From an optimization exercise on the open Yosys and OpenROAD flow, aimed at small area, a short achievable clock period and few clock cycles per item; shortcuts taken in it are not production practice.
Function was checked by simulation only, so behaviour that the tests miss may differ from the original.
Power figures rest on the tool's default switching activity, not on a simulated workload.

build 68:
## SBGCDCtrl
module SBGCDCtrl (
  input      [31:0]   io_sb_SBaddress,
  input               io_sb_SBvalid,
  input      [31:0]   io_sb_SBwdata,
  input               io_sb_SBwrite,
  input      [3:0]    io_sb_SBsize,
  output              io_sb_SBready,
  output     [31:0]   io_sb_SBrdata,
  input               io_sel,
  output              io_irq,
  input               clk,
  input               reset
);
Size in the first run: ~1300 cells after synthesis, ~140 flip-flops, ~110 I/O pins, ~11000 um^2 of cells after synthesis.
Settings: LEC_CHECK=0, CAP_MARGIN=10, CORE_MARGIN=2, CORE_UTILIZATION=40, CTS_BUF_LIST=sky130_fd_sc_hd__clkbuf_8, PLACE_DENSITY=0.7, SETUP_SLACK_MARGIN=5, SLEW_MARGIN=10; clock period 10.0 ns.
standard.sh (not shown) runs the stock make flow with config.mk's settings and CLKGATE_MAP_FILE= SYNTH_SCRIPT=/design/flow/synth_recipe.tcl, a recipe that flattens the netlist after the stock synthesis.
==> flow/flow/run.sh <==
#!/bin/bash
# The standard layout (the standard.sh, standard synthesis included), with
# the port buffers made from sky130_fd_sc_hd__buf_1 instead of the buffer that
# buffer_ports picks by default (a slow, large delay buffer). Every port still
# gets its own buffer.
set -euo pipefail
export BUFFER_PORTS_ARGS="-buffer_cell sky130_fd_sc_hd__buf_1"
bash standard.sh > standard.log 2>&1
Per the final summary, build 68 finished and its layout is clean on timing, DRC and antenna.
Testbench counts of build 68, summed over its fixed seeds: cycles 35,714, items 2,400.
The inputs of build 6 differ from those of build 68 as listed below.
- PLACE_DENSITY: 0.7 -> 0.9
### Flow results
Summary of build 6 over build 68: number of buffers inserted by hold repair at cts closely matched the old numbers, non-clock buffer count went down 13%, met1 routing resource usage after global routing has decreased. Build 68 vs build 6, origin of the worst setup path: y[0] vs x[14]. | cell depth of the worst setup path | higher: build 68 |.
Modified inputs, build 52 compared to build 6
- PLACE_DENSITY: 0.9 -> unset
==> run notes <==
- Build 52 vs. build 6: worst hold slack after final layout has remained practically unchanged, via count decreased by 2.9% relative to the old numbers, instance area at placement stayed essentially flat, static leakage up 0.16 nW.
Inputs modified between build 52 and build 25:
- setting PLACE_DENSITY to 0.8 for the first time
- removing SETUP_SLACK_MARGIN (formerly 5)
==> flow/flow/run.sh <==
#!/bin/bash
# The standard layout (the standard.sh, standard synthesis included), with
# the port buffers made from sky130_fd_sc_hd__buf_1 instead of the buffer that
# buffer_ports picks by default (a slow, large delay buffer), and timing repair
# aiming at 5.3 ns of setup slack. Every port still gets its own buffer.
set -euo pipefail
export BUFFER_PORTS_ARGS="-buffer_cell sky130_fd_sc_hd__buf_1"
export SETUP_SLACK_MARGIN=5.3
bash standard.sh > standard.log 2>&1
## What came out
- Between build 25 and build 52, it is build 25 whose final area is higher, by 5.9%.
- Compared with build 52, build 25 shows non-clock buffer instance count of the final layout that has gone up by more than 10%.
- Against build 52 as the reference, build 25 delivers a lower routed wire length on met2.
- Part of the power in the clock network ended up 1.3 points lower on build 25 than on build 52.
- Summary: with build 52 as the reference, net switching power in build 25 moved up by a little under 10%.
Relative to build 25, the following input files were edited for build 30:
- removing CTS_BUF_LIST (formerly sky130_fd_sc_hd__clkbuf_8)
- removing PLACE_DENSITY (formerly 0.8)
- setting SETUP_SLACK_MARGIN to 5 for the first time
- changing CAP_MARGIN from 10 to 20
- changing SLEW_MARGIN from 10 to 20
==> flow/flow/run.sh <==
#!/bin/bash
# The standard layout (the standard.sh, standard synthesis included), with
# the port buffers made from sky130_fd_sc_hd__buf_1 instead of the buffer that
# buffer_ports picks by default (a slow, large delay buffer). Every port still
# gets its own buffer.
set -euo pipefail
export BUFFER_PORTS_ARGS="-buffer_cell sky130_fd_sc_hd__buf_1"
bash standard.sh > standard.log 2>&1
Notes after the runs:
- | number of nets in the layout | build 30 vs build 25 | about 2.4% lower |
- Power after layout came out lower on build 30 than on build 25.
- Lower multi-input gate share of total cell area goes to build 30 over build 25.
- Taking build 25 as the reference, in build 30 via count saw a decrease, count of routing violations after the opening detailed-route iteration fell 466, sequential fraction of total cell area rose by 1.2 points, fraction of the cycle the final worst path needs shows an increase of 1.4 points, minimum setup slack in the final design decreased by 0.14 ns relative to the old numbers.
Changes in build 83 relative to build 30:
- an added TNS_END_PERCENT of 0
- an added CTS_BUF_LIST of sky130_fd_sc_hd__clkbuf_8
- a change of SLEW_MARGIN from 20 to 10
- an added PLACE_DENSITY of 0.8
- a change of CAP_MARGIN from 20 to 10
--- outcome ---
Per the comparison of build 83 with build 30, wire length after detailed routing decreased by 8.8% relative to the old numbers, final-stage net count has decreased, maximum frequency decreased by about 1.6% relative to the old numbers, final cell count without fillers fell about 1.6%. Overall fraction of global-route tracks in use: build 83 vs build 30 down 2.2 points. Build 83: fraction of power spent switching nets is 1.2 points higher than what build 30 reported.

-- port drivers added, routing unchanged --
In the flow no input, the clock included, has a driving cell. The finished layouts below were timed again as built, in two steps. Step 1 assumes that a clkbuf_16 drives the clock port and a buf_2 every other input. Step 2, shift: input delay + t, output delay - t, t = (earliest + latest rising clock arrival at the registers) / 2. This alone moves slack from input paths to output paths. Slacks: ideal ports / drivers / drivers and shift; pairs: ideal ports / drivers.
run | t, ns | slack for setup (ns) | worst register clock-pin slew, ns | cell pins on the clock port's net
build 68 | 0.493 | 5.068 / 5.024 / 4.661 | 0.09 / 0.09 | 1
build 6 | 0.494 | 5.099 / 5.061 / 4.632 | 0.09 / 0.09 | 1
build 52 | 0.484 | 5.060 / 5.018 / 4.622 | 0.10 / 0.10 | 1
build 25 | 0.499 | 5.209 / 5.169 / 4.895 | 0.09 / 0.09 | 1
build 30 | 0.475 | 5.070 / 5.022 / 4.719 | 0.07 / 0.07 | 1
build 83 | 0.500 | 4.988 / 4.969 / 4.633 | 0.09 / 0.09 | 1
After both steps every run listed still meets setup and hold. For build 6, which loses most, drivers alone change the setup slack by -0.038 ns; drivers and shift together by -0.467 ns.
